From an optimization exercise on the open Yosys and OpenROAD flow, aimed at small area; shortcuts taken in it are not production practice.
Where RTL was checked, it was by simulation tests only, not by an equivalence proof against the original.
Function not checked in run 1: the RTL went through the layout flow alone.
No activity file was given, so power comes from the tool's default toggle rates.

==> design.v <==
`timescale 1ns / 1ps
module svo_term #(parameter FGN = 14, parameter FGTAP = 14) (
	input clk, resetn, pe, sof, sol, cap,
	input        in_axis_tvalid,
	output       in_axis_tready,
	input  [7:0] in_axis_tdata,
	output fg
);
	reg [7:0] mem_start, mem_stop;
	reg [7:0] mem_portA_addr;
	reg [6:0] mem_portA_wdata;
	reg mem_portA_wen;
	reg [7:0] mem_portB_addr;
	reg [6:0] mem_portB_rdata;
	reg [7:0] mem_start_C, mem_stop_C;
	reg [7:0] mem_stop_B;
	wire portB_nl = &mem_portB_rdata[6:5];
	wire [6:0] in_code = in_axis_tdata[7] ? 7'd0 :
	                     in_axis_tdata == 8'd10 ? 7'b1100000 : in_axis_tdata[6:0] - 7'd32;
	wire [15:0] a_lo, a_hi, b_lo, b_hi;
	genvar gi;
	generate for (gi = 0; gi < 16; gi = gi + 1) begin : predec
		assign a_lo[gi] = mem_portA_addr[3:0] == gi;
		assign a_hi[gi] = mem_portA_addr[7:4] == gi;
		assign b_lo[gi] = mem_portB_addr[3:0] == gi;
		assign b_hi[gi] = mem_portB_addr[7:4] == gi;
	end endgenerate
	wire [255:0] nl_flags;
	wire [7*256-1:0] ents;
	generate for (gi = 0; gi < 256; gi = gi + 1) begin : ent
		reg [6:0] q;
		always @(posedge clk)
			if (mem_portA_wen && a_hi[gi / 16] && a_lo[gi % 16])
				q <= mem_portA_wdata;
		assign nl_flags[gi] = &q[6:5];
		assign ents[7*gi +: 7] = q;
	end endgenerate
	reg rdA;
	reg [15:0] rowA;
	reg [6:0] rdB, colB [0:15];
	integer i, j;
	always @* begin
		rdA = 0;
		for (j = 0; j < 16; j = j + 1) begin
			rowA[j] = 0;
			for (i = 0; i < 16; i = i + 1)
				rowA[j] = rowA[j] | (ents[7*(16*j+i)+6] & ents[7*(16*j+i)+5] & a_lo[i]);
			rdA = rdA | (rowA[j] & a_hi[j]);
		end
		rdB = 0;
		for (j = 0; j < 16; j = j + 1) begin
			colB[j] = 0;
			for (i = 0; i < 16; i = i + 1)
				colB[j] = colB[j] | (ents[7*(16*j+i) +: 7] & {7{b_lo[i]}});
			rdB = rdB | (colB[j] & {7{b_hi[j]}});
		end
	end
	reg portA_nl;
	always @(posedge clk) begin
		portA_nl <= !mem_portA_wen && rdA;
		if (pe)
			mem_portB_rdata <= mem_portB_addr != mem_stop_B ? rdB : 7'd0;
		if (cap) begin
			mem_start_C <= mem_start;
			mem_stop_C <= mem_stop;
		end
	end
	reg request_remove_line_oclk;
	reg request_remove_line_syn1;
	reg request_remove_line_syn2;
	reg request_remove_line_syn3;
	reg request_remove_line;
	always @(posedge clk) begin
		request_remove_line_syn1 <= request_remove_line_oclk;
		request_remove_line_syn2 <= request_remove_line_syn1;
		request_remove_line_syn3 <= request_remove_line_syn2;
		request_remove_line <= request_remove_line_syn2 != request_remove_line_syn3;
	end
	reg remove_line;
	wire [7:0] next_mem_start = mem_start + 8'd1;
	wire [7:0] next_mem_stop = mem_stop + 8'd1;
	assign in_axis_tready = next_mem_stop != mem_start && !remove_line;
	always @(posedge clk) begin
		mem_portA_wen <= 0;
		mem_portA_wdata <= in_code;
		mem_portA_addr <= mem_start;
		if (request_remove_line && mem_start != mem_stop) begin
			mem_portA_addr <= next_mem_start;
			mem_start <= next_mem_start;
			remove_line <= 1;
		end
		if (!resetn) begin
			remove_line <= 0;
			mem_start <= 0;
			mem_stop <= 0;
		end else begin
			if (remove_line) begin
				if (portA_nl || mem_start == mem_stop) begin
					remove_line <= 0;
				end else begin
					mem_portA_addr <= next_mem_start;
					mem_start <= next_mem_start;
				end
			end else
			if (next_mem_stop == mem_start) begin
				if (mem_portA_addr == mem_start) begin
					mem_portA_addr <= next_mem_start;
					mem_start <= next_mem_start;
					remove_line <= 1;
				end
			end else
			if (in_axis_tvalid && in_axis_tready) begin
				if (in_axis_tdata >= 32 || in_axis_tdata == 8'd10) begin
					mem_stop <= next_mem_stop;
					mem_portA_addr <= mem_stop;
					mem_portA_wen <= 1;
				end else
				if (in_axis_tdata == 4) begin
					mem_stop <= mem_start;
				end else
				if (in_axis_tdata == 8) begin
					if (mem_stop != mem_start)
						mem_stop <= mem_stop - 8'd1;
				end
			end
		end
	end
	localparam [8191:0] fontmem = {
		8'b00000000, 8'b00000000, 8'b00000000, 8'b00000000, 8'b00000000, 8'b00000000, 8'b00000000, 8'b00000000,
		8'b00000000, 8'b00000000, 8'b00000000, 8'b01100000, 8'b10010010, 8'b00001100, 8'b00000000, 8'b00000000,
		8'b00000000, 8'b00001100, 8'b00010000, 8'b00010000, 8'b00100000, 8'b00010000, 8'b00010000, 8'b00001100,
		8'b00000000, 8'b00010000, 8'b00010000, 8'b00010000, 8'b00010000, 8'b00010000, 8'b00010000, 8'b00010000,
		8'b00000000, 8'b00110000, 8'b00001000, 8'b00001000, 8'b00000100, 8'b00001000, 8'b00001000, 8'b00110000,
		8'b00000000, 8'b00111100, 8'b00001000, 8'b00010000, 8'b00100000, 8'b00111100, 8'b00000000, 8'b00000000,
		8'b00111000, 8'b01000000, 8'b01110000, 8'b01001000, 8'b01001000, 8'b01001000, 8'b00000000, 8'b00000000,
		8'b00000000, 8'b01000100, 8'b00101000, 8'b00010000, 8'b00101000, 8'b01000100, 8'b00000000, 8'b00000000,
		8'b00000000, 8'b01000100, 8'b10101010, 8'b10010010, 8'b10000010, 8'b10000010, 8'b00000000, 8'b00000000,
		8'b00000000, 8'b00010000, 8'b00101000, 8'b01000100, 8'b01000100, 8'b01000100, 8'b00000000, 8'b00000000,
		8'b00000000, 8'b01011000, 8'b00100100, 8'b00100100, 8'b00100100, 8'b00100100, 8'b00000000, 8'b00000000,
		8'b00000000, 8'b00010000, 8'b00010000, 8'b00010000, 8'b00010000, 8'b00111000, 8'b00010000, 8'b00000000,
		8'b00000000, 8'b00011100, 8'b00100000, 8'b00011000, 8'b00000100, 8'b00111000, 8'b00000000, 8'b00000000,
		8'b00000000, 8'b00000100, 8'b00000100, 8'b00000100, 8'b00001100, 8'b00110100, 8'b00000000, 8'b00000000,
		8'b00100000, 8'b00100000, 8'b00111000, 8'b00100100, 8'b00100100, 8'b01011000, 8'b00000000, 8'b00000000,
		8'b00001000, 8'b00001000, 8'b00111000, 8'b01001000, 8'b01001000, 8'b00110100, 8'b00000000, 8'b00000000,
		8'b00000000, 8'b00111000, 8'b01000100, 8'b01000100, 8'b01000100, 8'b00111000, 8'b00000000, 8'b00000000,
		8'b00000000, 8'b01001000, 8'b01001000, 8'b01001000, 8'b01001000, 8'b00110100, 8'b00000000, 8'b00000000,
		8'b00000000, 8'b10000010, 8'b10000010, 8'b10010010, 8'b10010010, 8'b01101101, 8'b00000000, 8'b00000000,
		8'b00000000, 8'b00010000, 8'b00010000, 8'b00010000, 8'b00010000, 8'b00010000, 8'b00010000, 8'b00011000,
		8'b00000000, 8'b00100100, 8'b00010100, 8'b00001100, 8'b00010100, 8'b00100100, 8'b00000100, 8'b00000100,
		8'b00001100, 8'b00010000, 8'b00010000, 8'b00010000, 8'b00010000, 8'b00000000, 8'b00010000, 8'b00000000,
		8'b00000000, 8'b00010000, 8'b00010000, 8'b00010000, 8'b00010000, 8'b00000000, 8'b00010000, 8'b00000000,
		8'b00000000, 8'b01000100, 8'b01000100, 8'b01000100, 8'b01001100, 8'b00110100, 8'b00000100, 8'b00000100,
		8'b00111000, 8'b01000000, 8'b01111000, 8'b01000100, 8'b01000100, 8'b10111000, 8'b00000000, 8'b00000000,
		8'b00000000, 8'b00001000, 8'b00001000, 8'b00001000, 8'b00011100, 8'b00001000, 8'b01001000, 8'b00110000,
		8'b00000000, 8'b00111000, 8'b00000100, 8'b01111100, 8'b01000100, 8'b00111000, 8'b00000000, 8'b00000000,
		8'b00000000, 8'b10110000, 8'b01001000, 8'b01001000, 8'b01001000, 8'b01110000, 8'b01000000, 8'b01000000,
		8'b00000000, 8'b00111000, 8'b00000100, 8'b00000100, 8'b00000100, 8'b00111000, 8'b00000000, 8'b00000000,
		8'b00000000, 8'b00110100, 8'b01001000, 8'b01001000, 8'b01001000, 8'b00111000, 8'b00001000, 8'b00001000,
		8'b00000000, 8'b10111000, 8'b01000100, 8'b01000100, 8'b01111000, 8'b01000000, 8'b00111000, 8'b00000000,
		8'b00000000, 8'b00000000, 8'b00000000, 8'b00000000, 8'b00000000, 8'b00000000, 8'b00010000, 8'b00001000,
		8'b11111110, 8'b00000000, 8'b00000000, 8'b00000000, 8'b00000000, 8'b00000000, 8'b00000000, 8'b00000000,
		8'b00000000, 8'b00000000, 8'b00000000, 8'b00000000, 8'b00000000, 8'b01000100, 8'b00101000, 8'b00010000,
		8'b00000000, 8'b00111000, 8'b00100000, 8'b00100000, 8'b00100000, 8'b00100000, 8'b00100000, 8'b00111000,
		8'b00000000, 8'b10000000, 8'b01000000, 8'b00100000, 8'b00010000, 8'b00001000, 8'b00000100, 8'b00000010,
		8'b00000000, 8'b00111000, 8'b00001000, 8'b00001000, 8'b00001000, 8'b00001000, 8'b00001000, 8'b00111000,
		8'b00000000, 8'b01111100, 8'b00000100, 8'b00001000, 8'b00010000, 8'b00100000, 8'b01000000, 8'b01111100,
		8'b00000000, 8'b00010000, 8'b00010000, 8'b00010000, 8'b00010000, 8'b00101000, 8'b01000100, 8'b01000100,
		8'b00000000, 8'b01000100, 8'b01000100, 8'b00101000, 8'b00010000, 8'b00101000, 8'b01000100, 8'b01000100,
		8'b00000000, 8'b00101000, 8'b00101000, 8'b01010100, 8'b01010100, 8'b10000010, 8'b10000010, 8'b10000010,
		8'b00000000, 8'b00010000, 8'b00010000, 8'b00101000, 8'b00101000, 8'b01000100, 8'b01000100, 8'b01000100,
		8'b00000000, 8'b00111000, 8'b01000100, 8'b01000100, 8'b01000100, 8'b01000100, 8'b01000100, 8'b01000100,
		8'b00000000, 8'b00010000, 8'b00010000, 8'b00010000, 8'b00010000, 8'b00010000, 8'b00010000, 8'b01111100,
		8'b00000000, 8'b00111000, 8'b01000100, 8'b01000000, 8'b00111000, 8'b00000100, 8'b01000100, 8'b00111000,
		8'b00000000, 8'b01000100, 8'b00100100, 8'b00010100, 8'b00111100, 8'b01000100, 8'b01000100, 8'b00111100,
		8'b01100000, 8'b00111000, 8'b01000100, 8'b01000100, 8'b01000100, 8'b01000100, 8'b01000100, 8'b00111000,
		8'b00000000, 8'b00001000, 8'b00001000, 8'b00001000, 8'b00111000, 8'b01001000, 8'b01001000, 8'b00111000,
		8'b00000000, 8'b00111000, 8'b01000100, 8'b01000100, 8'b01000100, 8'b01000100, 8'b01000100, 8'b00111000,
		8'b00000000, 8'b01000100, 8'b01000100, 8'b01100100, 8'b01010100, 8'b01010100, 8'b01001100, 8'b01000100,
		8'b00000000, 8'b10000010, 8'b10000010, 8'b10000010, 8'b10010010, 8'b10101010, 8'b11000110, 8'b10000010,
		8'b00000000, 8'b01111000, 8'b00001000, 8'b00001000, 8'b00001000, 8'b00001000, 8'b00001000, 8'b00001000,
		8'b00000000, 8'b01000100, 8'b01000100, 8'b00100100, 8'b00011100, 8'b00100100, 8'b01000100, 8'b01000100,
		8'b00000000, 8'b00011000, 8'b00100100, 8'b00100100, 8'b00100000, 8'b00100000, 8'b00100000, 8'b01110000,
		8'b00000000, 8'b00111000, 8'b00010000, 8'b00010000, 8'b00010000, 8'b00010000, 8'b00010000, 8'b00111000,
		8'b00000000, 8'b01000100, 8'b01000100, 8'b01000100, 8'b01111100, 8'b01000100, 8'b01000100, 8'b01000100,
		8'b00000000, 8'b00111000, 8'b01000100, 8'b01000100, 8'b01110100, 8'b00000100, 8'b01000100, 8'b00111000,
		8'b00000000, 8'b00000100, 8'b00000100, 8'b00000100, 8'b01111100, 8'b00000100, 8'b00000100, 8'b01111100,
		8'b00000000, 8'b01111100, 8'b00000100, 8'b00000100, 8'b00111100, 8'b00000100, 8'b00000100, 8'b01111100,
		8'b00000000, 8'b00111100, 8'b01000100, 8'b01000100, 8'b01000100, 8'b01000100, 8'b01000100, 8'b00111100,
		8'b00000000, 8'b00111000, 8'b01000100, 8'b00000100, 8'b00000100, 8'b00000100, 8'b01000100, 8'b00111000,
		8'b00000000, 8'b00111100, 8'b01000100, 8'b01000100, 8'b00111100, 8'b01000100, 8'b01000100, 8'b00111100,
		8'b00000000, 8'b01000100, 8'b01000100, 8'b01000100, 8'b01111100, 8'b01000100, 8'b01000100, 8'b00111000,
		8'b00000000, 8'b00111000, 8'b00000100, 8'b01110100, 8'b01010100, 8'b01110100, 8'b01000100, 8'b00111000,
		8'b00000000, 8'b00010000, 8'b00000000, 8'b00010000, 8'b00100000, 8'b01000000, 8'b01000100, 8'b00111000,
		8'b00000000, 8'b00000100, 8'b00001000, 8'b00010000, 8'b00100000, 8'b00010000, 8'b00001000, 8'b00000100,
		8'b00000000, 8'b00000000, 8'b00000000, 8'b11111110, 8'b00000000, 8'b11111110, 8'b00000000, 8'b00000000,
		8'b00000000, 8'b00100000, 8'b00010000, 8'b00001000, 8'b00000100, 8'b00001000, 8'b00010000, 8'b00100000,
		8'b00010000, 8'b00100000, 8'b00110000, 8'b00110000, 8'b00000000, 8'b00110000, 8'b00110000, 8'b00000000,
		8'b00000000, 8'b00000000, 8'b00110000, 8'b00110000, 8'b00000000, 8'b00110000, 8'b00110000, 8'b00000000,
		8'b00000000, 8'b00111000, 8'b01000100, 8'b01000000, 8'b01111000, 8'b01000100, 8'b01000100, 8'b00111000,
		8'b00000000, 8'b00111000, 8'b01000100, 8'b01000100, 8'b00111000, 8'b01000100, 8'b01000100, 8'b00111000,
		8'b00000000, 8'b00001000, 8'b00001000, 8'b00001000, 8'b00010000, 8'b00100000, 8'b01000000, 8'b01111100,
		8'b00000000, 8'b00111000, 8'b01000100, 8'b01000100, 8'b00111100, 8'b00000100, 8'b01000100, 8'b00111000,
		8'b00000000, 8'b00111000, 8'b01000100, 8'b01000000, 8'b00111100, 8'b00000100, 8'b00000100, 8'b01111100,
		8'b00000000, 8'b01110000, 8'b00100000, 8'b00100000, 8'b01111100, 8'b00100100, 8'b00101000, 8'b00110000,
		8'b00000000, 8'b00111000, 8'b01000100, 8'b01000000, 8'b00110000, 8'b01000000, 8'b01000100, 8'b00111000,
		8'b00000000, 8'b01111100, 8'b00001000, 8'b00010000, 8'b00100000, 8'b01000000, 8'b01000100, 8'b00111000,
		8'b00000000, 8'b00111000, 8'b00010000, 8'b00010000, 8'b00010000, 8'b00010000, 8'b00011000, 8'b00010000,
		8'b00000000, 8'b00111000, 8'b01000100, 8'b01000100, 8'b01010100, 8'b01000100, 8'b01000100, 8'b00111000,
		8'b00000000, 8'b00000010, 8'b00000100, 8'b00001000, 8'b00010000, 8'b00100000, 8'b01000000, 8'b10000000,
		8'b00000000, 8'b00110000, 8'b00110000, 8'b00000000, 8'b00000000, 8'b00000000, 8'b00000000, 8'b00000000,
		8'b00000000, 8'b00000000, 8'b00000000, 8'b00000000, 8'b11111110, 8'b00000000, 8'b00000000, 8'b00000000,
		8'b00010000, 8'b00100000, 8'b00110000, 8'b00110000, 8'b00000000, 8'b00000000, 8'b00000000, 8'b00000000,
		8'b00000000, 8'b00010000, 8'b00010000, 8'b00010000, 8'b11111110, 8'b00010000, 8'b00010000, 8'b00010000,
		8'b00000000, 8'b00010000, 8'b10010010, 8'b01010100, 8'b00111000, 8'b01010100, 8'b10010010, 8'b00010000,
		8'b00000000, 8'b00001000, 8'b00010000, 8'b00100000, 8'b00100000, 8'b00100000, 8'b00010000, 8'b00001000,
		8'b00000000, 8'b00100000, 8'b00010000, 8'b00001000, 8'b00001000, 8'b00001000, 8'b00010000, 8'b00100000,
		8'b00000000, 8'b00000000, 8'b00000000, 8'b00000000, 8'b00000000, 8'b00000000, 8'b00010000, 8'b00010000,
		8'b00000000, 8'b01011100, 8'b00100010, 8'b01100010, 8'b00010100, 8'b00001000, 8'b00010100, 8'b00011000,
		8'b00000000, 8'b00000000, 8'b01100100, 8'b01101000, 8'b00010000, 8'b00101100, 8'b01001100, 8'b00000000,
		8'b00000000, 8'b00010000, 8'b00111100, 8'b01010000, 8'b00111000, 8'b00010100, 8'b01111000, 8'b00010000,
		8'b00000000, 8'b00101000, 8'b00101000, 8'b11111110, 8'b00101000, 8'b11111110, 8'b00101000, 8'b00101000,
		8'b00000000, 8'b00000000, 8'b00000000, 8'b00000000, 8'b00000000, 8'b00000000, 8'b00101000, 8'b00101000,
		8'b00000000, 8'b00010000, 8'b00000000, 8'b00010000, 8'b00010000, 8'b00010000, 8'b00010000, 8'b00010000,
		8'b00000000, 8'b00000000, 8'b00000000, 8'b00000000, 8'b00000000, 8'b00000000, 8'b00000000, 8'b00000000,
		8'b00000000, 8'b00000000, 8'b00000000, 8'b00000000, 8'b00000000, 8'b00000000, 8'b00000000, 8'b00000000,
		8'b00000000, 8'b00000000, 8'b00000000, 8'b00000000, 8'b00000000, 8'b00000000, 8'b00000000, 8'b00000000,
		8'b00000000, 8'b00000000, 8'b00000000, 8'b00000000, 8'b00000000, 8'b00000000, 8'b00000000, 8'b00000000,
		8'b00000000, 8'b00000000, 8'b00000000, 8'b00000000, 8'b00000000, 8'b00000000, 8'b00000000, 8'b00000000,
		8'b00000000, 8'b00000000, 8'b00000000, 8'b00000000, 8'b00000000, 8'b00000000, 8'b00000000, 8'b00000000,
		8'b00000000, 8'b00000000, 8'b00000000, 8'b00000000, 8'b00000000, 8'b00000000, 8'b00000000, 8'b00000000,
		8'b00000000, 8'b00000000, 8'b00000000, 8'b00000000, 8'b00000000, 8'b00000000, 8'b00000000, 8'b00000000,
		8'b00000000, 8'b00000000, 8'b00000000, 8'b00000000, 8'b00000000, 8'b00000000, 8'b00000000, 8'b00000000,
		8'b00000000, 8'b00000000, 8'b00000000, 8'b00000000, 8'b00000000, 8'b00000000, 8'b00000000, 8'b00000000,
		8'b00000000, 8'b00000000, 8'b00000000, 8'b00000000, 8'b00000000, 8'b00000000, 8'b00000000, 8'b00000000,
		8'b00000000, 8'b00000000, 8'b00000000, 8'b00000000, 8'b00000000, 8'b00000000, 8'b00000000, 8'b00000000,
		8'b00000000, 8'b00000000, 8'b00000000, 8'b00000000, 8'b00000000, 8'b00000000, 8'b00000000, 8'b00000000,
		8'b00000000, 8'b00000000, 8'b00000000, 8'b00000000, 8'b00000000, 8'b00000000, 8'b00000000, 8'b00000000,
		8'b00000000, 8'b00000000, 8'b00000000, 8'b00000000, 8'b00000000, 8'b00000000, 8'b00000000, 8'b00000000,
		8'b00000000, 8'b00000000, 8'b00000000, 8'b00000000, 8'b00000000, 8'b00000000, 8'b00000000, 8'b00000000,
		8'b00000000, 8'b00000000, 8'b00000000, 8'b00000000, 8'b00000000, 8'b00000000, 8'b00000000, 8'b00000000,
		8'b00000000, 8'b00000000, 8'b00000000, 8'b00000000, 8'b00000000, 8'b00000000, 8'b00000000, 8'b00000000,
		8'b00000000, 8'b00000000, 8'b00000000, 8'b00000000, 8'b00000000, 8'b00000000, 8'b00000000, 8'b00000000,
		8'b00000000, 8'b00000000, 8'b00000000, 8'b00000000, 8'b00000000, 8'b00000000, 8'b00000000, 8'b00000000,
		8'b00000000, 8'b00000000, 8'b00000000, 8'b00000000, 8'b00000000, 8'b00000000, 8'b00000000, 8'b00000000,
		8'b00000000, 8'b00000000, 8'b00000000, 8'b00000000, 8'b00000000, 8'b00000000, 8'b00000000, 8'b00000000,
		8'b00000000, 8'b00000000, 8'b00000000, 8'b00000000, 8'b00000000, 8'b00000000, 8'b00000000, 8'b00000000,
		8'b00000000, 8'b00000000, 8'b00000000, 8'b00000000, 8'b00000000, 8'b00000000, 8'b00000000, 8'b00000000,
		8'b00000000, 8'b00000000, 8'b00000000, 8'b00000000, 8'b00000000, 8'b00000000, 8'b00000000, 8'b00000000,
		8'b00000000, 8'b00000000, 8'b00000000, 8'b00000000, 8'b00000000, 8'b00000000, 8'b00000000, 8'b00000000,
		8'b00000000, 8'b00000000, 8'b00000000, 8'b00000000, 8'b00000000, 8'b00000000, 8'b00000000, 8'b00000000,
		8'b00000000, 8'b00000000, 8'b00000000, 8'b00000000, 8'b00000000, 8'b00000000, 8'b00000000, 8'b00000000,
		8'b00000000, 8'b00000000, 8'b00000000, 8'b00000000, 8'b00000000, 8'b00000000, 8'b00000000, 8'b00000000,
		8'b00000000, 8'b00000000, 8'b00000000, 8'b00000000, 8'b00000000, 8'b00000000, 8'b00000000, 8'b00000000,
		8'b00000000, 8'b00000000, 8'b00000000, 8'b00000000, 8'b00000000, 8'b00000000, 8'b00000000, 8'b00000000,
		8'b00000000, 8'b00000000, 8'b00000000, 8'b00000000, 8'b00000000, 8'b00000000, 8'b00000000, 8'b00000000,
		8'b00000000, 8'b00000000, 8'b00000000, 8'b00000000, 8'b00000000, 8'b00000000, 8'b00000000, 8'b00000000
	};
	localparam [8191:0] fontmem2 = fontmem >> 2048;
	wire adv = pe;
	wire p1_start_of_frame = sof;
	wire p1_start_of_line = sol;
	reg [2:0] p2_x, p2_y;
	reg p2_found_end, p2_last_req_remline;
	reg [7:0] p2_line_start_addr;
	wire [7:0] next_mem_portB_addr = mem_portB_addr + 8'd1;
	always @(posedge clk) begin
		if (!resetn) begin
			p2_found_end <= 1;
			p2_last_req_remline <= 1;
			request_remove_line_oclk <= 0;
		end else
		if (pe) begin
			if (mem_portB_addr == mem_stop_B)
				p2_found_end <= 1;
			if (p1_start_of_frame) begin
				if (!p2_found_end && !p2_last_req_remline) begin
					request_remove_line_oclk <= ~request_remove_line_oclk;
					p2_last_req_remline <= 1;
				end else
					p2_last_req_remline <= 0;
				mem_stop_B <= mem_stop_C;
				mem_portB_addr <= mem_start_C;
				p2_line_start_addr <= mem_start_C;
				p2_found_end <= 0;
				p2_x <= 0;
				p2_y <= 0;
			end else
			if (p1_start_of_line) begin
				if (p2_y == 7) begin
					if (mem_portB_addr != mem_stop_B) begin
						mem_portB_addr <= next_mem_portB_addr;
						p2_line_start_addr <= next_mem_portB_addr;
					end else begin
						p2_line_start_addr <= mem_stop_B;
					end
				end else begin
					mem_portB_addr <= p2_line_start_addr;
				end
				p2_x <= 0;
				p2_y <= p2_y + 3'd1;
			end else begin
				if (p2_x == 7) begin
					if (mem_portB_addr != mem_stop_B && !portB_nl)
						mem_portB_addr <= next_mem_portB_addr;
				end
				p2_x <= p2_x + 3'd1;
			end
		end
	end
	reg [2:0] p3_x, p3_y;
	reg [FGN:0] fgq;
	always @(posedge clk) begin
		if (pe) begin
			p3_x <= p2_x;
			p3_y <= p2_y;
			fgq <= {fgq[FGN-1:0], fontmem2[{mem_portB_rdata, p3_y, p3_x}]};
		end
	end
	assign fg = fgq[FGTAP];
endmodule
`timescale 1ns / 1ps
module svo_tmds #(parameter CH0 = 0) (
	input clk, zero, dead, blank, hsync, vsync,
	input white, black, gray,
	input [2:0] c,
	output reg [9:0] dout
);
	reg signed [3:0] cnt;    
	reg [2:0] k;
	always @* begin
		if (dead || black) k = 3'd0;
		else if (white) k = 3'd6;
		else if (gray) k = 3'd3;
		else case (c)
			3'b000: k = 3'd0;
			3'b001, 3'b010: k = 3'd1;
			3'b011: k = 3'd3;
			3'b100: k = 3'd2;
			3'b101, 3'b110: k = 3'd4;
			default: k = 3'd5;
		endcase
	end
	wire neg = cnt[3];
	reg [9:0] sym;
	reg signed [3:0] step;
	always @* begin
		case ({k, neg})
			{3'd0, 1'b1}: begin sym = 10'h3ff; step =  4'sd5; end
			{3'd0, 1'b0}: begin sym = 10'h100; step = -4'sd4; end
			{3'd1, 1'b1}: begin sym = 10'h1f0; step =  4'sd0; end
			{3'd1, 1'b0}: begin sym = 10'h1f0; step =  4'sd0; end
			{3'd2, 1'b1}: begin sym = 10'h05f; step =  4'sd1; end
			{3'd2, 1'b0}: begin sym = 10'h2a0; step = -4'sd2; end
			{3'd3, 1'b1}: begin sym = 10'h31f; step =  4'sd2; end
			{3'd3, 1'b0}: begin sym = 10'h1e0; step = -4'sd1; end
			{3'd4, 1'b1}: begin sym = 10'h04f; step =  4'sd0; end
			{3'd4, 1'b0}: begin sym = 10'h2b0; step = -4'sd1; end
			{3'd5, 1'b1}: begin sym = 10'h0bf; step =  4'sd2; end
			{3'd5, 1'b0}: begin sym = 10'h240; step = -4'sd3; end
			{3'd6, 1'b1}: begin sym = 10'h0ff; step =  4'sd3; end
			default:      begin sym = 10'h200; step = -4'sd4; end
		endcase
	end
	always @* begin
		if (zero)
			dout = 10'd0;
		else if (blank && !dead)
			case (CH0 ? {vsync, hsync} : 2'b00)
				2'b00: dout = 10'b1101010100;
				2'b01: dout = 10'b0010101011;
				2'b10: dout = 10'b0101010100;
				default: dout = 10'b1010101011;
			endcase
		else
			dout = sym;
	end
	always @(posedge clk) begin
		if (zero || (blank && !dead))
			cnt <= 0;
		else
			cnt <= cnt + step;
	end
endmodule
`timescale 1ns / 1ps
module svo_hdmi_top (
	input clk,
	input resetn,
	input term_in_tvalid,
	output term_in_tready,
	input [7:0] term_in_tdata,
	output [9:0] tmds_ch0,
	output [9:0] tmds_ch1,
	output [9:0] tmds_ch2
);
	reg [10:0] hh;
	reg [9:0] vw;
	reg dead;
	wire h_last = hh == 11'd1663;
	wire h_eol = hh == 11'd1279;
	always @(posedge clk) begin
		if (!resetn) begin
			hh <= 11'd1512;
			vw <= 10'd174;
			dead <= 1;
		end else begin
			hh <= h_last ? 11'd0 : hh + 11'd1;
			if (h_eol) begin
				vw <= vw == 10'd747 ? 10'd0 : vw + 10'd1;
				if (vw == 10'd727)
					dead <= 0;
			end
		end
	end
	wire h_act = hh < 11'd1280;
	wire v_act = vw >= 10'd8 && vw < 10'd728;
	wire hsync = hh >= 11'd1344 && hh < 11'd1472;
	wire vsync = vw >= 10'd731 && vw < 10'd736;
	wire blank = !(h_act && v_act);
	wire zero = dead && vw == 10'd174 && hh >= 11'd1512 && hh < 11'd1519;
	wire win1 = vw == 10'd174 && hh >= 11'd1517 && hh <= 11'd1524;
	wire win2 = vw == 10'd727 && hh >= 11'd1266 && hh <= 11'd1275;
	wire pe = dead ? (win1 || win2) : !blank;
	wire first = vw == 10'd174 && hh == 11'd1518;
	wire sof = dead ? first : vw == 10'd727 && hh == 11'd1263;
	wire sol = dead ? first : hh == 11'd1263;
	wire cap = dead ? vw == 10'd174 && hh == 11'd1514 : vw == 10'd727 && hh == 11'd1259;
	wire fg;
	svo_term svo_term (
		.clk(clk),
		.resetn(resetn),
		.pe(pe), .sof(sof), .sol(sol), .cap(cap),
		.in_axis_tvalid(term_in_tvalid),
		.in_axis_tready(term_in_tready),
		.in_axis_tdata(term_in_tdata),
		.fg(fg)
	);
	wire [32*32-1:0] bolt_bitmap = {
		32'b 00000000000000000000000000000000,
		32'b 01111111000000000000000001111111,
		32'b 01111100000000000000000000011111,
		32'b 01110000000000000000000000000111,
		32'b 01100000000000000000000000000011,
		32'b 01100000000000000000000000000011,
		32'b 01000000000000000000000000000001,
		32'b 01000000000000000000000000000001,
		32'b 00000000000000000000000000000000,
		32'b 00000000000000000000000000000000,
		32'b 00000000000000000000000000000000,
		32'b 00000000000000000000000000000000,
		32'b 00000000000000111100000000000000,
		32'b 00000000000001111110000000000000,
		32'b 00000000000011111111000000000000,
		32'b 00000000000011111111000000000000,
		32'b 00000000000011111111000000000000,
		32'b 00000000000011111111000000000000,
		32'b 00000000000001111110000000000000,
		32'b 00000000000000111100000000000000,
		32'b 00000000000000000000000000000000,
		32'b 00000000000000000000000000000000,
		32'b 00000000000000000000000000000000,
		32'b 00000000000000000000000000000000,
		32'b 00000000000000000000000000000000,
		32'b 01000000000000000000000000000001,
		32'b 01000000000000000000000000000001,
		32'b 01100000000000000000000000000011,
		32'b 01100000000000000000000000000011,
		32'b 01110000000000000000000000000111,
		32'b 01111100000000000000000000011111,
		32'b 01111111000000000000000001111111
	};
	function [31:0] xorshift(input [31:0] s);
		reg [31:0] t;
		begin
			t = s ^ (s << 13);
			t = t ^ (t >> 17);
			xorshift = t ^ (t << 5);
		end
	endfunction
	reg [31:0] rng;
	reg [8:0] col;
	wire [31:0] rng_next = xorshift(h_last ? {27'd0, vw[9:5]} ^ 32'd123456789 : rng);
	always @(posedge clk) begin
		rng <= rng_next;
		if (&hh[4:0])
			col <= rng_next[8:0];
	end
	wire [5:0] cx = hh[10:5];
	wire [4:0] cy = vw[9:5];
	wire bolt_cell = (cx == 6'd1 || cx == 6'd38) && (cy == 5'd1 || cy == 5'd21);
	wire bolt_on = bolt_bitmap[{vw[4:0], hh[4:0]}];
	wire grid = &hh[4:0] || &vw[4:0];
	wire white = fg || (bolt_cell && bolt_on);
	wire black = !white && (bolt_cell || grid);
	wire gray = col == 9'd0;
	svo_tmds #(.CH0(1)) svo_tmds_0 (
		.clk(clk), .zero(zero), .dead(dead), .blank(blank), .hsync(hsync), .vsync(vsync),
		.white(white), .black(black), .gray(gray), .c(col[8:6]), .dout(tmds_ch0));
	svo_tmds #(.CH0(0)) svo_tmds_1 (
		.clk(clk), .zero(zero), .dead(dead), .blank(blank), .hsync(1'b0), .vsync(1'b0),
		.white(white), .black(black), .gray(gray), .c(col[5:3]), .dout(tmds_ch1));
	svo_tmds #(.CH0(0)) svo_tmds_2 (
		.clk(clk), .zero(zero), .dead(dead), .blank(blank), .hsync(1'b0), .vsync(1'b0),
		.white(white), .black(black), .gray(gray), .c(col[2:0]), .dout(tmds_ch2));
endmodule
==> flow/run.sh <==
#!/bin/bash
# The standard layout with two changes:
#  - synthesis: the standard flow's synthesis script, except that ABC maps the logic with
#    flow/abc_area_nf.script (area-oriented) instead of ORFS's speed script.
#    Flip-flops are mapped before ABC runs, so the registers (names, count,
#    cell types) are exactly the standard synthesis's.
#  - clock tree: larger sink clusters and no dummy loads.
set -euo pipefail
W=$(pwd)
export CTS_ARGS="-sink_clustering_enable -repair_clock_nets -dont_use_dummy_load -sink_clustering_size 25 -sink_clustering_max_diameter 80"

sed "s|log_cmd abc {\*}\$abc_args|log_cmd abc -script $W/flow/abc_area_nf.script {*}[lrange \$abc_args 2 end]|" \
	"$FLOW_HOME/scripts/synth.tcl" > "$W/own_synth.tcl"
grep -q "abc_area_nf.script" "$W/own_synth.tcl"
sed "s|source \$::env(SCRIPTS_DIR)/synth.tcl|source $W/own_synth.tcl|" "$W/synth_recipe.tcl" > "$W/own_synth_recipe.tcl"
grep -q "own_synth.tcl" "$W/own_synth_recipe.tcl"
sed "s|SYNTH_SCRIPT=[^ ]*|SYNTH_SCRIPT=$W/own_synth_recipe.tcl|" "$W/standard.sh" > "$W/own_standard.sh"
grep -q "own_synth_recipe.tcl" "$W/own_standard.sh"

bash "$W/own_standard.sh" synth > "$W/synth.log" 2>&1
bash "$W/standard.sh" finish > "$W/standard.log" 2>&1
==> flow/abc_area_nf.script <==
&get -n
&st
&dc2
&dch
&nf -R 1000
&st
&dc2
&dch
&nf -R 1000
&put
==> standard.sh <==
#!/bin/bash
# synth_recipe.tcl (not shown) runs the flow's synth.tcl, then flattens the netlist and writes it again
# the make line also repeats each setting of config.mk as NAME=value (left out here)
make -C /OpenROAD-flow-scripts/flow DESIGN_CONFIG=/design/flow/config.mk WORK_HOME=/design/flow/orfs CLKGATE_MAP_FILE= SYNTH_SCRIPT=/design/flow/synth_recipe.tcl "${@:-finish}"
==> config.mk <==
export PLATFORM = sky130hd
export DESIGN_NAME = svo_hdmi_top
export DESIGN_NICKNAME = svo_hdmi_top
export VERILOG_FILES = /design/flow/design.v
export SDC_FILE = /design/flow/constraint.sdc
export NUM_CORES = 4
export LEC_CHECK = 0
export CAP_MARGIN = 20
export CORE_MARGIN = 2
export CORE_UTILIZATION = 60
export SLEW_MARGIN = 20
==> constraint.sdc <==
create_clock -name core_clock -period 13.4 [get_ports {clk}]
set_input_delay 2.6800 -clock core_clock [delete_from_list [all_inputs] [get_ports {clk}]]
set_output_delay 2.6800 -clock core_clock [all_outputs]
set_load 0.01 [all_outputs]
==> metrics.md, run 1 <==
| Metric | Value |
|---|---|
| Hold Path Stages | `0` |
| FF+latch area | `58,470 sq um` |
| Top-area cell type share of the netlist area | `72.01%` |
| R2r startpoint | `hh[1]` |
| Setup_tns | `0 ns` |
| Comb power frac | `3.2%` |
| Tcrit/Tclk final | `about two thirds` |
| ANT nets after route | `0` |
| Worst Tran Pin Value | `1.333 ns` |
| RSZ-0062 raised after global routing | `false` |
| F_max | `115.2 MHz` |
| Global route overflow | `0` |
| Biggest cell delay along the critical path | `0.79 ns` |
| First-pass GRT wire length | `372.9 mm` |
| Die ar. | `around 130,000 sq um` |
| Relative slew slack | `10.62%` |
| Area grow syn2layout | `8.042%` |
| Top FF cell, synth | `edfxtp_1` |
| Initial antenna violation count | `14` |
| Cell taking the most area after synthesis | `edfxtp_1` |
| Proportion of power drawn by flip-flops and latches | `66.6%` |
| Critical hold path startpoint | `svo_term.request_remove_line_syn1` |
| HP Class | `reg -> reg` |
| Switching part of the total power | `20.77%` |
| Largest net degree at the start of global routing | `103` |
| Clk pwr share | `30.2%` |
| Post-CTS resize count | `0` |
| Worst vdd ir | `0.0001600 V` |
| H-tree depth | `3` |
| Max clock buf depth | `3` |
| Core region area | `around 130,000 sq um` |
| Layout cells sized above 1 | `5.314%` |
| Number of global-route vias before repair | `50,790` |
| Crit path cell chain | `ha_1, clkinv_1, ha_1, and3_1, a2111oi_0, nor4_1, a41oi_1, o21ai_0, a31oi_1, nand2_1, o21ai_0, o21ai_0, a21o_1, o31ai_1, and2_0, clkdlybuf4s50_1` |
| Final wirelength | `266.9 mm` |
| Slack of the worst reg-to-reg path | `7.59 ns` |
| Post-synth ARST share | `0%` |
| Yosys cell types | `62` |
| Pwr dens | `121.5 nW/um^2` |
| Total number of vias | `54,470` |
| GP Congestion | `1.032` |
| Hpwl dp | `around 170 mm` |
| Row count | `132` |
| Final setup violation count | `0` |
| Min-Delay Endpoint | `svo_term.request_remove_line_syn2` |
| Wire length per cell | `37.42 um` |
| Vias per cell | `7.637` |
| Clock sink count | `1,982` |
| Crit-path max FO | `11` |
| Port Buffers | `41` |
| Clk root buf | `clkbuf_16` |
| DR pass1 iterations | `11` |
| Chip height | `365.0 um` |
| Fillers | `9,302` |
| Register area share after synthesis | `74.75%` |
| # IOs | `42` |
| Reg2reg end | `svo_tmds_2.cnt[3]` |
| Die Wd | `365.0 um` |
| Synth area leaders | `edfxtp_1, a222oi_1, dfxtp_1` |
| Critical Path AT | `6.00 ns` |
| CTS tree | `yes` |
| CP Capture Type | `primary output` |
| Synth warn | `5` |
| Post-CTS Hold Fix Bufs | `0` |
| Worst-Skew Late Latency | `0.77 ns` |
| GRT Resource Usage Total | `39.60%` |
| Setup CP Type | `reg -> out` |
| P_leak | `0.02594 uW` |
| Clk pin slew, worst setup/hold paths | `approximately 0.080 ns` |
| CP max stage cell | `o21ai_0` |
| Fin nets | `~5,400` |
| Mapped Nets | `5,186` |
| DR DRC count | `0` |
| Minimum clock period | `slightly below 9 ns` |
| Syn avg cell area | `between 15 and 20 sq um` |
| TritonCTS Buffers | `96` |
| Fin. Hold Viols | `0` |
| MaxCap Viol Count | `0` |
| Area of the multi-input gates | `19,790 sq um` |
| Drt initial violations | `about 12,000` |
| # Post-CTS Setup Buffers | `0` |
| EDFF count, synth | `1,875` |
| Fin. max-slew vios | `0` |
| Internal | `a little over 8000 uW` |
| Starting density of the core | `between 60% and 70%` |
| Outcome | `no timing/DRC/antenna violations` |
| Setup Skew | `approximately 0.13 ns` |
| Worst setup SP type | `flop` |
| Post-Syn Area | `around 78,000 sq um` |
| Reg2Reg Depth | `21` |
| Gate Count Post-Synth | `5,121` |
| Hold WS | `0.3374 ns` |
| Sw Pwr | `2131 uW` |
| FF+latch count, synth | `1,982` |
| Worst EP required | `10.72 ns` |
| CP most frequent cell | `o21ai_0` |
-- cells by family (layout without fill, tap and decap cells) --
family | count (synthesis) | after routing | synth area share [%]
AOI/OAI and AO/OA | 1393 | 1393 | 13.37
xor gates and xnor gates | 122 | 122 | 1.367
adders and majority gates | 54 | 54 | 0.8930
buffers and inverters | 46 | 307 | 0.2640
DFF | 1982 | 1982 | 74.75
muxes | 10 | 10 | 0.1296
other | 0 | 8 | 0
and+or+nand+nor | 1514 | 1514 | 9.223
-- layer usage --
metal	global-route usage (%)	vias to the layer above	wire length [um]
met1	53.33	26740	92230
met3	10.67	947	38790
li1	-	21990	-
met2	58.98	4777	117100
met5	0	-	117
met4	22.25	16	18610
-- power by group through the flow --
stage | combinational [uW] | clock (uW) | sequential (uW)
after detailed placement | 311 | 0 | 6970
final | 328 | 3100 | 6830
after floorplan | 118 | 0 | 7010
after CTS | 311 | 3090 | 6830
after global placement | 309 | 0 | 6970
after global routing | 340 | 3280 | 6840
-- state kept, by name (all words and copies together), names as in the netlist, 9 cells and up --
name            count
vw                 10
svo_term.fgq       15
rng                32
svo_term.ent.q   1792
hh                 11
col                 9
-- cells in the mapped netlist, types with 7 or more instances --
master / count
a211oi_1: 21
a21boi_0: 7
a21o_1: 9
a21oi_1: 191
a221o_1: 8
a221oi_1: 37
a222oi_1: 355
a22o_1: 35
a22oi_1: 267
a311oi_1: 8
a31oi_1: 162
and2_0: 49
and3_1: 81
and4_1: 45
buf_4: 9
clkinv_1: 37
dfxtp_1: 107
edfxtp_1: 1875
ha_1: 51
mux2i_1: 9
nand2_1: 325
nand2b_1: 17
nand3_1: 274
nand4_1: 98
nor2_1: 475
nor2b_1: 33
nor3_1: 52
nor4_1: 30
o211ai_1: 30
o21a_1: 7
o21ai_0: 161
o221ai_1: 8
o22ai_1: 16
o311ai_0: 15
o31ai_1: 14
or2_0: 9
or4_1: 9
xnor2_1: 79
xor2_1: 43
-- worst max-delay path: cells and delay by family (launching register included) --
family | cells | cell delay, ns
fa+ha+maj | 2 | 0.51
compound gates | 8 | 2.89
simple gates | 4 | 0.78
buf+inv | 2 | 0.69
flops | 1 | 0.48
-- how the worst max path moves through the flow --
stage	from	endpoint	slack (ns)	cells past startpoint
global placement	hh[2]	tmds_ch1[0]	5.41	14
CTS	hh[1]	tmds_ch2[9]	4.58	17
detailed placement	hh[1]	tmds_ch2[9]	5.28	17
floorplan	hh[1]	tmds_ch1[1]	6.69	16
global route	hh[1]	tmds_ch0[9]	4.12	17
finish	hh[1]	tmds_ch1[1]	4.72	16
-- stage by stage --
stage / utilization (%) / cell area [sq um] / total power [uW] / worst slack, ns / instances
after floorplan: - / 78190 / 7129 / 6.693 / 5121
after global placement: 63.34 / 82010 / 7281 / 5.406 / 7027
after detailed placement: 63.35 / 82030 / 7283 / 5.278 / 7028
after CTS: 65.21 / 84430 / 10230 / 4.579 / 7124
after global routing: 65.22 / 84450 / 10460 / 4.121 / 7124
final: 65.24 / 84470 / 10260 / 4.718 / 7132
-- area by class of cell --
class | count | share of cell area (%)
Antenna cell | 8 | 0.02370
Clock buffer | 96 | 2.844
Inverter | 37 | 0.1644
Multi-Input combinational cell | 3093 | 23.43
Sequential cell | 1982 | 69.22
Tap cell | 1742 | 2.580
Timing Repair Buffer | 174 | 1.736
-- placed cells by master, fill, tap and decap left out, types with 77 or more instances in the layout --
| cell | n |
|---|---|
| edfxtp_1 | 1875 |
| nor2_1 | 466 |
| a222oi_1 | 355 |
| nand2_1 | 318 |
| nand3_1 | 268 |
| a22oi_1 | 267 |
| a21oi_1 | 191 |
| o21ai_0 | 160 |
| a31oi_1 | 160 |
| buf_4 | 128 |
| dfxtp_1 | 100 |
| nand4_1 | 98 |
| clkbuf_16 | 96 |
| xnor2_1 | 79 |
| and3_1 | 77 |
==> inputs of run 2 (changes only) <==
--- a/design.v
+++ b/design.v
@@ -1,6 +1,7 @@
 `timescale 1ns / 1ps
 module svo_term #(parameter FGN = 14, parameter FGTAP = 14) (
 	input clk, resetn, pe, sof, sol, cap,
+	input [2:0] p2_x, p2_y, p3_x, p3_y,
 	input        in_axis_tvalid,
 	output       in_axis_tready,
 	input  [7:0] in_axis_tdata,
@@ -259,7 +260,6 @@
 	wire adv = pe;
 	wire p1_start_of_frame = sof;
 	wire p1_start_of_line = sol;
-	reg [2:0] p2_x, p2_y;
 	reg p2_found_end, p2_last_req_remline;
 	reg [7:0] p2_line_start_addr;
 	wire [7:0] next_mem_portB_addr = mem_portB_addr + 8'd1;
@@ -282,8 +282,6 @@
 				mem_portB_addr <= mem_start_C;
 				p2_line_start_addr <= mem_start_C;
 				p2_found_end <= 0;
-				p2_x <= 0;
-				p2_y <= 0;
 			end else
 			if (p1_start_of_line) begin
 				if (p2_y == 7) begin
@@ -296,23 +294,17 @@
 				end else begin
 					mem_portB_addr <= p2_line_start_addr;
 				end
-				p2_x <= 0;
-				p2_y <= p2_y + 3'd1;
 			end else begin
 				if (p2_x == 7) begin
 					if (mem_portB_addr != mem_stop_B && !portB_nl)
 						mem_portB_addr <= next_mem_portB_addr;
 				end
-				p2_x <= p2_x + 3'd1;
 			end
 		end
 	end
-	reg [2:0] p3_x, p3_y;
 	reg [FGN:0] fgq;
 	always @(posedge clk) begin
 		if (pe) begin
-			p3_x <= p2_x;
-			p3_y <= p2_y;
 			fgq <= {fgq[FGN-1:0], fontmem2[{mem_portB_rdata, p3_y, p3_x}]};
 		end
 	end
@@ -423,12 +415,17 @@
 	wire first = vw == 10'd174 && hh == 11'd1518;
 	wire sof = dead ? first : vw == 10'd727 && hh == 11'd1263;
 	wire sol = dead ? first : hh == 11'd1263;
+	wire [2:0] p2_x = hh[2:0] + (dead ? (vw == 10'd174 ? 3'd1 : 3'd4) : 3'd0);
+	wire [2:0] p3_x = hh[2:0] + (dead ? (vw == 10'd174 ? 3'd0 : 3'd3) : 3'd7);
+	wire [2:0] p2_y = dead ? 3'd0 : vw[2:0] + (hh >= 11'd1264 ? 3'd1 : 3'd0);
+	wire [2:0] p3_y = dead ? 3'd0 : vw[2:0] + (hh >= 11'd1265 ? 3'd1 : 3'd0);
 	wire cap = dead ? vw == 10'd174 && hh == 11'd1514 : vw == 10'd727 && hh == 11'd1259;
 	wire fg;
 	svo_term svo_term (
 		.clk(clk),
 		.resetn(resetn),
 		.pe(pe), .sof(sof), .sol(sol), .cap(cap),
+		.p2_x(p2_x), .p2_y(p2_y), .p3_x(p3_x), .p3_y(p3_y),
 		.in_axis_tvalid(term_in_tvalid),
 		.in_axis_tready(term_in_tready),
 		.in_axis_tdata(term_in_tdata),
==> run 2 against run 1 <==
Global-route usage shrank 0.052 points. First-iteration DRC count shrank 4.3%. Clock power is essentially flat. Sequential power is essentially flat. Combinational power grew 19%. Count of clock-buffer cells in the layout grew 1. Wire length shrank 0.64%. Setup slack lost 0.32 ns. Register-to-register slack lost 1.0 ns. Die area is essentially flat. Maximum frequency shrank 3.5%.
==> metrics.md, run 2 <==
| Metric | Value |
|---|---|
| GRT Resource Usage Total | `39.55% (-0.052 points)` |
| ANT nets after route | `0 (unchanged)` |
| MaxCap Viol Count | `0 (unchanged)` |
| EDFF count, synth | `1,863 (-0.64%)` |
| Post-Syn Area | `78,210 sq um (about the same)` |
| Commonest non-fill, non-tap cell in the layout | `edfxtp_1` |
| Top post-synthesis cells by count | `edfxtp_1, nor2_1, nand2_1` |
| Gate Count Post-Synth | `5,216 (+1.9%)` |
| Setup_tns | `0 ns (unchanged)` |
| Most frequent cells in the layout | `edfxtp_1, nor2_1, nand2_1` |
| Register area share after synthesis | `74.27% (-0.48 points)` |
| Worst-Skew Late Latency | `0.79 ns (+0.02 ns)` |
| Max clock buf depth | `3 (unchanged)` |
| Chip height | `365.0 um (about the same)` |
| Clk root buf | `clkbuf_16` |
| Pwr Total | `10,310 uW (+0.41%)` |
| Final Util | `65.27% (about the same)` |
| Row count | `132 (unchanged)` |
| Internal | `8127 uW (about the same)` |
| Outcome | `no timing/DRC/antenna violations` |
| Fin nets | `5,535 (+1.6%)` |
| Top FF cell, synth | `edfxtp_1` |
| Compound-gate portion of the synthesized area | `13.39% (+0.023 points)` |
| CTS tree | `yes` |
| Simple-Gate Fraction of Synth Area | `9.687% (+0.46 points)` |
| Top-area cell type share of the netlist area | `71.53% (-0.48 points)` |
| Tcrit/Tclk final | `67.17% (+2.4 points)` |
| GP Congestion | `1.005 (-2.6%)` |
| Worst EP required | `10.72 ns (about the same)` |
| Biggest cell delay along the critical path | `0.74 ns (-0.05 ns)` |
| Port Buffers | `41 (unchanged)` |
| Setup Skew | `0.1321 ns (+0.002104 ns)` |
| Starting density of the core | `60.40% (about the same)` |
| Mapped Nets | `5,282 (+1.9%)` |
| XOR/XNOR Fraction of Synth Area | `1.333% (-0.034 points)` |
| Final setup violation count | `0 (unchanged)` |
| Fin. Hold Viols | `0 (unchanged)` |
| Global route overflow | `0 (unchanged)` |
| Comb power frac | `3.8% (+0.6 points)` |
| First-pass GRT wire length | `372.7 mm (about the same)` |
| Post-CTS resize count | `0 (unchanged)` |
| Worst setup SP type | `flop` |
| Sw Pwr | `2178 uW (+2.2%)` |
| Hpwl dp | `161.0 mm (-3.2%)` |
| Synth warn | `5 (unchanged)` |
| Relative slew slack | `13.03% (+2.4 points)` |
| Worst Tran Pin Value | `1.297 ns (-0.03598 ns)` |
| Synth area leaders | `edfxtp_1, a222oi_1, dfxtp_1` |
| DR pass1 iterations | `13 (+2)` |
| Register with the most flip-flops | `svo_term.ent.q` |
| Slack of the worst reg-to-reg path | `6.54 ns (-1.05 ns)` |
| Mux cell area share after synthesis | `0.1200% (-0.0096 points)` |
| CP Capture Type | `primary output` |
| Switching part of the total power | `21.14% (+0.37 points)` |
| Fin. max-slew vios | `0 (unchanged)` |
| Largest net degree at the start of global routing | `179 (+74%)` |
| H-tree depth | `3 (unchanged)` |
| FF+latch count, synth | `1,970 (-0.61%)` |
| Fillers | `9,429 (+1.4%)` |
| Die Wd | `365.0 um (about the same)` |
| Clock sink count | `1,970 (-0.61%)` |
| Buf/Inv on CP | `2 (unchanged)` |
| RSZ-0062 raised after global routing | `false` |
| Initial antenna violation count | `18 (+4)` |
| CP max stage cell | `a31oi_1` |
| HP Class | `reg -> reg` |
| P_leak | `0.02620 uW (+0.96%)` |
| Most common cell in the netlist | `edfxtp_1` |
| Worst vdd ir | `0.0001274 V (-20%)` |
| Post-synth ARST share | `0% (unchanged)` |
| F_max | `111.1 MHz (-3.5%)` |
| Largest regs | `svo_term.ent.q: 1792 flops, rng: 32 flops, svo_term.fgq: 15 flops` |
| Setup CP Type | `reg -> out` |
| Cell taking the most area after synthesis | `edfxtp_1` |
| Total number of vias | `54,420 (-0.079%)` |
| Minimum clock period | `9.001 ns (+0.3189 ns)` |
| Proportion of power drawn by flip-flops and latches | `65.9% (-0.7 points)` |
| Synth Area in Adders | `0.9183% (+0.025 points)` |
| Clk pwr share | `30.3% (about the same)` |
| Main combinational cell family by area after synthesis | `compound AO/OA/AOI/OAI gates` |
| Vias per cell | `7.538 (-1.3%)` |
| TritonCTS Buffers | `97 (+1.0%)` |
| Number of global-route vias before repair | `51,180 (+0.77%)` |
| Yosys cell types | `64 (+3.2%)` |
| Crit path cell chain | `clkinv_1, ha_1, and3_1, a31oi_1, nor2_1, a2111oi_0, o41ai_1, a31oi_1, a21oi_1, o211ai_1, ha_1, nor2_1, nor2b_1, a21boi_0, a21oi_1, nor2b_1, nor2_1, clkdlybuf4s50_1` |
| # IOs | `42 (unchanged)` |
| Drt initial violations | `11,320 (-4.3%)` |
| Die ar. | `133,300 sq um (about the same)` |
| Worst path top cell family by delay | `compound AO/OA/AOI/OAI gates` |
| Wire length per cell | `36.73 um (-1.9%)` |
| Crit-path max FO | `10 (-1)` |
| Max reg flops | `1,792 (unchanged)` |
| Layout cells sized above 1 | `5.140% (-0.17 points)` |
| Critical Path AT | `6.32 ns (+0.32 ns)` |
| Final wirelength | `265.2 mm (-0.64%)` |
| Pwr dens | `121.9 nW/um^2 (+0.36%)` |
| Post-CTS Hold Fix Bufs | `0 (unchanged)` |
| DR DRC count | `0 (unchanged)` |
| Clk pin slew, worst setup/hold paths | `0.08 ns (about the same)` |
| Syn avg cell area | `14.99 sq um (-1.8%)` |
| Core region area | `129,500 sq um (unchanged)` |
| Area grow syn2layout | `8.063% (about the same)` |
| # Post-CTS Setup Buffers | `0 (unchanged)` |
| CP most frequent cell | `nor2_1` |
## run 2: changes by cell type after synthesis, moves of 11 or more
cell      previous run  this run
nand2_1            325       377
a222oi_1           355       315
nor2_1             475       512
a221oi_1            37        57
a22o_1              35        55
a31oi_1            162       142
a211oi_1            21        36
and4_1              45        30
o22ai_1             16        31
edfxtp_1          1875      1863
nand3_1            274       285
## run 2: cell families after synthesis
group                    count (synthesis)
flip-flops                            1970
AND/OR/NAND/NOR                       1618
AO/OA/AOI/OAI                         1396
XOR/XNOR                               119
adder cells (fa/ha/maj)                 55
buffers and inverters                   49
multiplexers                             9
## run 2: power by group through the flow
| stage | logic (uW) | registers (uW) | clock network [uW] |
|---|---|---|---|
| 2_1_floorplan | 155 | 6970 | 0 |
| 3_3_place_gp | 364 | 6940 | 0 |
| 3_5_place_dp | 366 | 6940 | 0 |
| 4_1_cts | 367 | 6800 | 3100 |
| 5_1_grt | 402 | 6800 | 3300 |
| 6_report | 390 | 6800 | 3120 |
## run 2: worst paths after layout
kind,startpoint,end,depth (start not counted)
hold reg to reg,svo_term.request_remove_line_syn1,svo_term.request_remove_line_syn2,0
setup reg to reg,vw[0],svo_term.fgq[0],22
hold / removal,svo_term.request_remove_line_syn1,svo_term.request_remove_line_syn2,0
setup / recovery,hh[1],tmds_ch2[2],18
## run 2: area by class of cell
cell class                      count  area [sq um]  area share, %
Clock buffer                       97          2427          2.872
Timing Repair Buffer              163          1433          1.695
Inverter                           40         150.1         0.1777
Antenna cell                       11         27.53        0.03257
Sequential cell                  1970         58110          68.76
Tap cell                         1742          2180          2.579
Multi-Input combinational cell   3197         20190          23.88
## run 2: stage by stage
step	hold WS (ns)	cells	setup WS, ns	instance area (sq um)
global placement	0.3169	7110	5.254	81990
CTS	0.3606	7207	4.361	84430
floorplan	0.3096	5216	6.636	78210
global route	0.3692	7209	3.838	84490
finish	0.3630	7220	4.399	84510
detailed placement	0.3303	7110	5.106	82000
## run 2: layer usage
metal | vias to the layer above | global-route usage (%) | part of all wire, %
met5 | - | 0 | 0.059
met4 | 18 | 20.12 | 6.0
met3 | 871 | 11.59 | 14
met2 | 4577 | 59.15 | 45
met1 | 26780 | 53.27 | 35
li1 | 22180 | - | -
==> inputs of run 3 (changes only) <==
--- a/flow/run.sh
+++ b/flow/run.sh
@@ -5,8 +5,10 @@
 #    Flip-flops are mapped before ABC runs, so the registers (names, count,
 #    cell types) are exactly the standard synthesis's.
 #  - clock tree: larger sink clusters and no dummy loads.
+#  - port buffers: every input and output still gets its buffer, a buf_1.
 set -euo pipefail
 W=$(pwd)
+export BUFFER_PORTS_ARGS="-buffer_cell sky130_fd_sc_hd__buf_1"
 export CTS_ARGS="-sink_clustering_enable -repair_clock_nets -dont_use_dummy_load -sink_clustering_size 25 -sink_clustering_max_diameter 80"
 
 sed "s|log_cmd abc {\*}\$abc_args|log_cmd abc -script $W/flow/abc_area_nf.script {*}[lrange \$abc_args 2 end]|" \
==> flow/abc_area_nf.script (replaced) <==
&get -n
&st
&dc2
&dch
&nf -R 1000
&st
&dc2
&dch
&nf -R 1000
&st
&dc2
&dch
&nf -R 1000
&put
--- a/config.mk
+++ b/config.mk
@@ -7,5 +7,5 @@
 export LEC_CHECK = 0
 export CAP_MARGIN = 20
 export CORE_MARGIN = 2
-export CORE_UTILIZATION = 60
+export CORE_UTILIZATION = 70
 export SLEW_MARGIN = 20
==> run 3 against run 2 <==
Still clean on timing, DRC and antenna. Clock skew fell by 0.045 ns. Global-route usage rose by 5.9 points. Non-clock buffer count fell by 13. Maximum frequency rose by 7.5%. Die area fell by 14%. Total power rose by 2.3%. Sequential power rose by 0.6%. Setup slack improved by 0.62 ns. Worst hold slack got worse by 0.029 ns. Synthesized area fell by 0.20%. Critical path depth rose by 3. Via count rose by 3.4%. Critical path type unchanged. Critical endpoint is now tmds_ch1[1]. Largest cell class unchanged.
==> metrics.md, run 3 <==
| Metric | Value |
|---|---|
| Outcome | `no timing/DRC/antenna violations` |
| Worst-Skew Late Latency | `0.76 ns (-0.03 ns)` |
| Number of global-route vias before repair | `52,490 (+2.6%)` |
| MaxCap Viol Count | `0 (unchanged)` |
| Post-Place Cell Area | `81,170 sq um (-1.0%)` |
| Largest regs | `svo_term.ent.q: 1792 flops, rng: 32 flops, svo_term.fgq: 15 flops` |
| CTS tree | `yes` |
| Setup Skew | `0.08697 ns (-0.04509 ns)` |
| Gate Count Post-Synth | `5,183 (-0.63%)` |
| Final wirelength | `260.5 mm (-1.8%)` |
| Synth area leaders | `edfxtp_1, a222oi_1, dfxtp_1` |
| Area grow syn2layout | `7.031%` |
| Worst EP required | `10.72 ns (about the same)` |
| Initial antenna violation count | `16 (-2)` |
| Layout cells sized above 1 | `4.710% (-0.43 points)` |
| Minimum clock period | `8.376 ns (-0.6247 ns)` |
| Global route overflow | `0 (unchanged)` |
| HP Class | `reg -> reg` |
| Setup WS pre-CTS | `5.864 ns (+0.7586 ns)` |
| Tcrit/Tclk final | `62.51% (-4.7 points)` |
| First-pass GRT wire length | `367.3 mm (-1.4%)` |
| Drt initial violations | `13,900 (+23%)` |
| Top FF cell, synth | `edfxtp_1` |
| Max reg flops | `1,792 (unchanged)` |
| Yosys cell types | `65 (+1.6%)` |
| Die ar. | `114,200 sq um (-14%)` |
| GP Congestion | `1.030 (+2.5%)` |
| FF+latch count, synth | `1,970 (unchanged)` |
| Fin. max-slew vios | `0 (unchanged)` |
| Total number of vias | `56,260 (+3.4%)` |
| Die Wd | `337.9 um (-7.4%)` |
| Mapped Nets | `5,249 (-0.62%)` |
| ANT nets after route | `0 (unchanged)` |
| Fillers | `6,503 (-31%)` |
| # IOs | `42 (unchanged)` |
| Top post-synthesis cells by count | `edfxtp_1, nor2_1, nand2_1` |
| Cell taking the most area after synthesis | `edfxtp_1` |
| Biggest cell delay along the critical path | `0.54 ns (-0.20 ns)` |
| Top-area cell type share of the netlist area | `71.68% (+0.14 points)` |
| TritonCTS Buffers | `90 (-7.2%)` |
| Post-CTS resize count | `0 (unchanged)` |
| Post-Syn Area | `78,050 sq um (-0.20%)` |
| Setup CP Type | `reg -> out` |
| Clk pin slew, worst setup/hold paths | `0.09 ns (about the same)` |
| Pwr dens | `126.2 nW/um^2 (+3.5%)` |
| Final Util | `75.49% (+10 points)` |
| Post-CTS Hold Fix Bufs | `0 (unchanged)` |
| Row count | `122 (-7.6%)` |
| FF+latch area | `58,110 sq um (unchanged)` |
| Register with the most flip-flops | `svo_term.ent.q` |
| Chip height | `337.9 um (-7.4%)` |
| Slack of the worst reg-to-reg path | `6.74 ns (+0.20 ns)` |
| Hpwl dp | `157.3 mm (-2.3%)` |
| Most common cell in the netlist | `edfxtp_1` |
| Worst vdd ir | `0.0001467 V (+15%)` |
| Worst setup SP type | `flop` |
| Area of the multi-input gates | `20,000 sq um (-0.94%)` |
| Commonest non-fill, non-tap cell in the layout | `edfxtp_1` |
| Crit path cell chain | `clkinv_1, ha_1, and3_1, a31oi_1, nor2_1, a2111oi_0, nor3_1, nand2_1, nand2_1, a31oi_1, buf_4, clkinv_1, o21bai_1, nor2_1, nand2_1, ha_1, o21ai_0, a21oi_1, a21oi_1, nor2_1, buf_1` |
| Setup_tns | `0 ns (unchanged)` |
| Fin. Hold Viols | `0 (unchanged)` |
| Relative slew slack | `12.51% (-0.52 points)` |
| Register area share after synthesis | `74.42% (+0.15 points)` |
| Clock sink count | `1,970 (unchanged)` |
| P_leak | `0.02579 uW (-1.5%)` |
| F_max | `119.4 MHz (+7.5%)` |
| Starting density of the core | `70.53% (+10 points)` |
| Crit-path max FO | `10 (unchanged)` |
| EDFF count, synth | `1,863 (unchanged)` |
| H-tree depth | `3 (unchanged)` |
| Port Buffers | `41 (unchanged)` |
| Post-synth ARST share | `0% (unchanged)` |
| CP max stage cell | `dfxtp_1` |
| Max clock buf depth | `3 (unchanged)` |
| # Post-CTS Setup Buffers | `0 (unchanged)` |
| Vias per cell | `8.141 (+8.0%)` |
| DR pass1 iterations | `13 (unchanged)` |
| Critical Path AT | `5.70 ns (-0.62 ns)` |
| RSZ-0062 raised after global routing | `false` |
| Design area | `83,540 sq um (-1.2%)` |
| Largest net degree at the start of global routing | `257 (+44%)` |
| Fin nets | `5,482 (-0.96%)` |
| Most frequent cells in the layout | `edfxtp_1, nor2_1, nand2_1` |
| Synth warn | `5 (unchanged)` |
| Wire length per cell | `37.69 um (+2.6%)` |
| Core region area | `110,700 sq um (-15%)` |
| Worst Tran Pin Value | `1.309 ns (+0.01174 ns)` |
| DR DRC count | `0 (unchanged)` |
| Final setup violation count | `0 (unchanged)` |
| Clk root buf | `clkbuf_16` |
| Syn avg cell area | `15.06 sq um (+0.43%)` |
| Setup ws final | `5.024 ns (+0.6246 ns)` |
| CP Capture Type | `primary output` |
| GRT Resource Usage Total | `45.47% (+5.9 points)` |
-- run 3: changes by cell type in the layout (fill, tap and decap cells not counted), sizes merged, moves of 10 or more --
cell / before / now
a22oi: 267 / 246
o211ai: 36 / 21
and3: 85 / 66
a31oi: 142 / 124
nand3: 285 / 324
buf: 122 / 150
nor2: 512 / 522
nand2: 377 / 351
clkdlybuf4s50: 40 / 0
-- run 3: layer usage --
layer	track usage [%]	routed length (um)	up-vias	share of wire, %
li1	-	-	22050	-
met2	66.27	112600	6257	43
met1	60.31	82160	26620	32
met4	26.50	19580	20	7.5
met5	0	139	-	0.053
met3	15.43	46060	1313	18
-- run 3: cell families after synthesis --
kind of cell               count (synthesis)  share of synthesized area, %
and+or+nand+nor                         1613                         9.690
xor gates and xnor gates                 116                         1.302
DFF                                     1970                         74.42
AOI/OAI and AO/OA                       1363                         13.18
muxes                                     15                        0.1972
adders and majority gates                 55                        0.9202
buffers and inverters                     51                        0.2885
-- run 3: path summary, 6_finish.rpt --
path | to | startpoint | cells after the start
worst max-delay path | tmds_ch1[1] | hh[1] | 21
worst min register to register | svo_term.request_remove_line_syn2 | svo_term.request_remove_line_syn1 | 0
worst max register to register | svo_term.fgq[0] | vw[0] | 21
worst min-delay path | svo_term.request_remove_line_syn2 | svo_term.request_remove_line_syn1 | 0
-- run 3: area by class of cell --
cell class	count	share of cell area (%)
antenna	9	0.02696
clock buffer	90	2.696
sequential	1970	69.56
inverter	42	0.1887
tap	1488	2.229
timing repair buffer	150	1.361
multi-input combinational	3162	23.94
-- run 3: through the flow --
| step | power (uW) | cells | hold slack [ns] |
|---|---|---|---|
| final | 10540 | 6911 | 0.3337 |
| after global routing | 10690 | 6905 | 0.3474 |
| after CTS | 10440 | 6899 | 0.3379 |
| after detailed placement | 7632 | 6809 | 0.3185 |
| after global placement | 7624 | 6809 | 0.3236 |
| after floorplan | 7304 | 5183 | 0.3096 |
-- run 3: power by group --
part	leakage, uW	total (uW)	switching, uW	internal [uW]
logic	0.00679	718	552	166
clock network	0.00111	2990	1790	1200
registers	0.0179	6840	70.5	6770
-- run 3: critical path, delay by kind of cell, from the launching register on --
family,cells,cell delay (ns)
AO/OA/AOI/OAI,7,2.11
AND/OR/NAND/NOR,8,1.03
buffers and inverters,4,0.82
flip-flops,1,0.54
adder cells (fa/ha/maj),2,0.53

## re-timing with driven ports
In the flow no input, the clock included, has a driving cell. The finished layouts below were timed again as built, in two steps.
Step 1: set_driving_cell puts a clkbuf_16 on clk and a buf_2 on each other input, an assumption about the parent block.
Step 2 also shifts input and output timing later by t, the mid clock arrival at the registers, as if the neighbouring blocks saw the same clock.
Slacks: ideal ports / drivers / drivers and shift; pairs: ideal ports / drivers.
| run | shift t [ns] | slack for setup (ns) | latest minus earliest clock arrival (ns) |
|---|---|---|---|
| run 1 | 0.794 | 4.718 / 4.637 / 5.431 | 0.155 / 0.155 |
| run 2 | 0.812 | 4.399 / 4.310 / 5.123 | 0.132 / 0.133 |
| run 3 | 0.775 | 5.024 / 4.947 / 5.722 | 0.119 / 0.119 |
After both steps every run listed still meets setup and hold.
